Source: an optimization exercise on an open RTL-to-GDS flow (aim: small area, a short achievable clock period and few clock cycles per item). Production flows keep margins and buffers that such runs may drop. Function was checked by simulation only, so behaviour that the tests miss may differ from the original.

==> xenon: inputs <==
==> flow/design.v (excerpt) <==
module SNN(
	input            clk,
	input            rst_n,
	input            in_valid,
	input [7:0]      img,
	input [7:0]      ker,
	input [7:0]      weight,
	output reg       out_valid,
	output reg [9:0] out_data
);
integer k;
reg        v0;
reg  [2:0] col, row;
reg        im;
reg  [7:0] win [0:10];           
always @(posedge clk or negedge rst_n) begin
	if (!rst_n) v0 <= 1'b0;
	else        v0 <= in_valid;
end
always @(posedge clk) begin
	win[0] <= img;
	for (k = 1; k < 11; k = k + 1) win[k] <= win[k-1];
end
always @(posedge clk or negedge rst_n) begin
	if (!rst_n) begin
		col <= 3'd0; row <= 3'd0; im <= 1'b0;
	end else if (v0) begin
		if (col == 3'd5) begin
			col <= 3'd0;
			if (row == 3'd5) begin
				row <= 3'd0;
				im  <= ~im;
			end else begin
				row <= row + 3'd1;
			end
		end else begin
			col <= col + 3'd1;
		end
	end
end
reg  [7:0] kr [0:8];
reg  [7:0] wr [0:3];
wire [3:0] w0_idx = row[0] ? {1'b0, col} + 4'd6 : {1'b0, col};
wire       w0_ok  = !im && (row[2:1] == 2'b00);
reg  [8:0] ld_sel;
always @(*) begin
	for (k = 0; k < 9; k = k + 1)
		ld_sel[k] = (k == 0) ? !v0 : (v0 && w0_ok && w0_idx == k - 1);
end
always @(posedge clk) begin
	for (k = 0; k < 9; k = k + 1)
		if (in_valid && ld_sel[k]) kr[k] <= ker;
	for (k = 0; k < 4; k = k + 1)
		if (in_valid && ld_sel[k]) wr[k] <= weight;
end
wire [16:0] s1_s, s1_c;
wire [17:0] s2_s, s2_c;
wire [18:0] s3_s, s3_c;
wire [18:0] s4_s, s4_c;
wire [19:0] s5_s, s5_c;
reg  [16:0] r1_s, r1_c;
reg  [17:0] r2_s, r2_c;
reg  [18:0] r3_s, r3_c;
reg  [18:0] r4_s, r4_c;
reg  [19:0] rc_s, rc_c;
csa_conv_1 u_1(.k0(kr[0]), .x0(win[10]), .k1(kr[1]), .x1(win[9]), .s(s1_s), .c(s1_c));
csa_conv_2 u_2(.k0(kr[2]), .x0(win[9]),  .k1(kr[3]), .x1(win[5]),
               .r0(r1_s), .r1(r1_c), .s(s2_s), .c(s2_c));
csa_conv_3 u_3(.k0(kr[4]), .x0(win[5]),  .k1(kr[5]), .x1(win[4]),
               .r0(r2_s), .r1(r2_c), .s(s3_s), .c(s3_c));
csa_conv_4 u_4(.k0(kr[6]), .x0(win[1]),  .k1(kr[7]), .x1(win[0]),
               .r0(r3_s), .r1(r3_c), .s(s4_s), .c(s4_c));
csa_conv_5 u_5(.k0(kr[8]), .x0(win[0]),
               .r0(r4_s), .r1(r4_c), .s(s5_s), .c(s5_c));
always @(posedge clk) begin
	r1_s <= s1_s; r1_c <= s1_c;
	r2_s <= s2_s; r2_c <= s2_c;
  ...
export LEC_CHECK = 0
export ABC_CLOCK_PERIOD_IN_PS = 4000
export CAP_MARGIN = 20
export CORE_MARGIN = 2
export CORE_UTILIZATION = 60
export PLACE_DENSITY = 0.75
export SLEW_MARGIN = 20
export SYNTH_HIERARCHICAL = 1
export SYNTH_MINIMUM_KEEP_SIZE = 0
create_clock -name core_clock -period 16.0 [get_ports {clk}]
standard.sh (not shown) runs the stock make flow with config.mk's settings and CLKGATE_MAP_FILE= SYNTH_SCRIPT=/design/flow/synth_recipe.tcl, a recipe that flattens the netlist after the stock synthesis.
==> flow/flow/run.sh <==
#!/bin/bash
# Standard ORFS layout (the standard.sh with its unchanged synthesis),
# with repair_timing aiming for 11.7 ns of setup margin at the design's
# 16 ns clock, port buffers of buf_2 cells, and clock tree synthesis with
# sink clusters of up to 25 flip-flops within 80 um and no dummy loads.
set -euo pipefail
bash standard.sh SETUP_SLACK_MARGIN=11.82 \
  "BUFFER_PORTS_ARGS=-buffer_cell sky130_fd_sc_hd__buf_2" \
  "CTS_ARGS=-sink_clustering_enable -repair_clock_nets -sink_clustering_size 25 -sink_clustering_max_diameter 80 -dont_use_dummy_load" \
  finish > standard_flow.log 2>&1
==> lagoon (differences from xenon) <==
--- a/flow/flow/run.sh
+++ b/flow/flow/run.sh
@@ -5,5 +5,5 @@
 # sink clusters of up to 25 flip-flops within 80 um and no dummy loads.
 set -euo pipefail
-bash standard.sh SETUP_SLACK_MARGIN=11.82 \
+bash standard.sh SETUP_SLACK_MARGIN=11.7 \
   "BUFFER_PORTS_ARGS=-buffer_cell sky130_fd_sc_hd__buf_2" \
   "CTS_ARGS=-sink_clustering_enable -repair_clock_nets -sink_clustering_size 25 -sink_clustering_max_diameter 80 -dont_use_dummy_load" \
CORE_UTILIZATION = 78   (was 60)
PLACE_DENSITY = 0.88   (was 0.75)
==> run notes <==
quantity	xenon	lagoon
Status	complete, no violations	complete, no violations
Post-route minimum period	4.29 ns	4.30 ns
Effective utilization at floorplan	60.5%	78.7%
Worst Reg-to-Reg Cells	7	12
Number of buffers created by CTS	38	31
Met3 routing resource usage after global routing	4.59%	7.11%
Count of placed standard cells including taps	3,960	3,714
Worst hold path startpoint	win[2][3]	win[8][5]
Share of the cycle needed by the critical path after routing	26.8%	26.9%
Share of the final layout cell area in multi-input gates	58.6%	59.4%
Post-detailed-placement half-perimeter wirelength	62,300 um	65,700 um
Detailed-routing iteration count for the pre-antenna-repair pass	5	6
Worst slew slack as a fraction of its limit	33.2%	29.7%
Startpoint of the worst setup timing path	out_data[6]	out_data[5]
Count of inserted tapcells	940	696
Final-stage net count	4,015	3,994
Finished Core Util	58.9%	75.6%
Clock-pin slew on the worst setup and hold paths	0.09 ns	0.10 ns
Buffers inserted during post-CTS setup optimization	29	13
Testbench counts of xenon, summed over its fixed seeds: cycles 25,920, items 320.
Testbench counts of lagoon, summed over its fixed seeds: cycles 25,920, items 320.


==> try-umber <==
SNN again, from the RTL that the note above started with.
==> flow/config.mk <==
export PLATFORM = sky130hd
export DESIGN_NAME = SNN
export DESIGN_NICKNAME = SNN
export VERILOG_FILES = /design/flow/design.v
export SDC_FILE = /design/flow/constraint.sdc
export NUM_CORES = 4
export LEC_CHECK = 0
export ABC_CLOCK_PERIOD_IN_PS = 4000
export CAP_MARGIN = 20
export CORE_MARGIN = 2
export CORE_UTILIZATION = 60
export PLACE_DENSITY = 0.75
export SLEW_MARGIN = 20
export SYNTH_HIERARCHICAL = 1
export SYNTH_MINIMUM_KEEP_SIZE = 0
==> flow/constraint.sdc <==
create_clock -name core_clock -period 16.0 [get_ports {clk}]
set_input_delay 3.2000 -clock core_clock [delete_from_list [all_inputs] [get_ports {clk}]]
set_output_delay 3.2000 -clock core_clock [all_outputs]
set_load 0.01 [all_outputs]
==> flow/flow/run.sh <==
#!/bin/bash
# Standard ORFS layout (the standard.sh with its unchanged synthesis),
# with repair_timing aiming for 11.7 ns of setup margin at the design's
# 16 ns clock, port buffers of buf_2 cells, and clock tree synthesis with
# sink clusters of up to 25 flip-flops within 80 um and no dummy loads.
set -euo pipefail
bash standard.sh SETUP_SLACK_MARGIN=11.76 \
  "BUFFER_PORTS_ARGS=-buffer_cell sky130_fd_sc_hd__buf_2" \
  "CTS_ARGS=-sink_clustering_enable -repair_clock_nets -sink_clustering_size 25 -sink_clustering_max_diameter 80 -dont_use_dummy_load" \
  finish > standard_flow.log 2>&1
==> inputs of try-delta, as changes to try-umber <==
--- a/flow/flow/run.sh
+++ b/flow/flow/run.sh
@@ -5,5 +5,5 @@
 # sink clusters of up to 25 flip-flops within 80 um and no dummy loads.
 set -euo pipefail
-bash standard.sh SETUP_SLACK_MARGIN=11.76 \
+bash standard.sh SETUP_SLACK_MARGIN=11.7 \
   "BUFFER_PORTS_ARGS=-buffer_cell sky130_fd_sc_hd__buf_2" \
   "CTS_ARGS=-sink_clustering_enable -repair_clock_nets -sink_clustering_size 25 -sink_clustering_max_diameter 80 -dont_use_dummy_load" \
Settings changed: ABC_AREA set to 1, ABC_CLOCK_PERIOD_IN_PS 4000 to not set, CORE_UTILIZATION 60 to 40, PLACE_DENSITY 0.75 to not set.
==> inputs of try-onyx, as changes to try-umber <==
--- a/flow/flow/run.sh
+++ b/flow/flow/run.sh
@@ -5,5 +5,5 @@
 # sink clusters of up to 25 flip-flops within 80 um and no dummy loads.
 set -euo pipefail
-bash standard.sh SETUP_SLACK_MARGIN=11.76 \
+bash standard.sh SETUP_SLACK_MARGIN=11.7 \
   "BUFFER_PORTS_ARGS=-buffer_cell sky130_fd_sc_hd__buf_2" \
   "CTS_ARGS=-sink_clustering_enable -repair_clock_nets -sink_clustering_size 25 -sink_clustering_max_diameter 80 -dont_use_dummy_load" \
Settings changed: CORE_UTILIZATION 60 to 50, PLACE_DENSITY 0.75 to 0.7.
==> comparison <==
- try-umber finished with timing, DRC and antenna clean. try-onyx went through all stages and came out clean. try-delta completed with no timing, DRC or antenna violations.
- Against try-umber, the worst hold slack of try-delta is worse by 14 ps.
- In try-delta the sequential share of layout area is lower than in try-onyx, by 1.4 points.
- In try-onyx the routed wire length is lower than in try-delta, by about 14%.
- The lowest non-clock buffer count belongs to try-delta, the highest to try-umber.
Testbench counts of try-umber, summed over its fixed seeds: cycles 25,920, items 320.
Testbench counts of try-delta, summed over its fixed seeds: cycles 25,920, items 320.
Testbench counts of try-onyx, summed over its fixed seeds: cycles 25,920, items 320.

[what the ideal ports hide]
No port has a modelled driver above. Below, the same layouts with a new extraction and two added sets of constraints. Step 1 assumes that a clkbuf_16 drives the clock port and a buf_2 every other input. Step 2 times the ports against the registers' clock, not the clock port: input delays grow and output delays shrink by t, the midpoint of the rising clock arrivals with the driver on. Slacks: ideal / step 1 / step 2; pairs: ideal / step 1.
| run | t, ns | slack for setup (ns) | worst setup path at the end | slew at the worst register clock pin (ns) | pins driven straight from the clock port |
|---|---|---|---|---|---|
| xenon | 0.623 | 11.707 / 11.641 / 11.239 | input to register | 0.10 / 0.10 | 1 |
| lagoon | 0.655 | 11.696 / 11.633 / 11.031 | input to register | 0.10 / 0.10 | 1 |
| try-umber | 0.623 | 11.701 / 11.637 / 11.101 | input to register | 0.10 / 0.10 | 1 |
| try-delta | 0.640 | 11.711 / 11.644 / 11.074 | input to register | 0.10 / 0.10 | 1 |
| try-onyx | 0.627 | 11.708 / 11.646 / 11.144 | input to register | 0.10 / 0.10 | 1 |
After both steps setup and hold are still met in every run listed. For lagoon, which loses most, drivers alone change the setup slack by -0.063 ns; drivers and shift together by -0.665 ns.
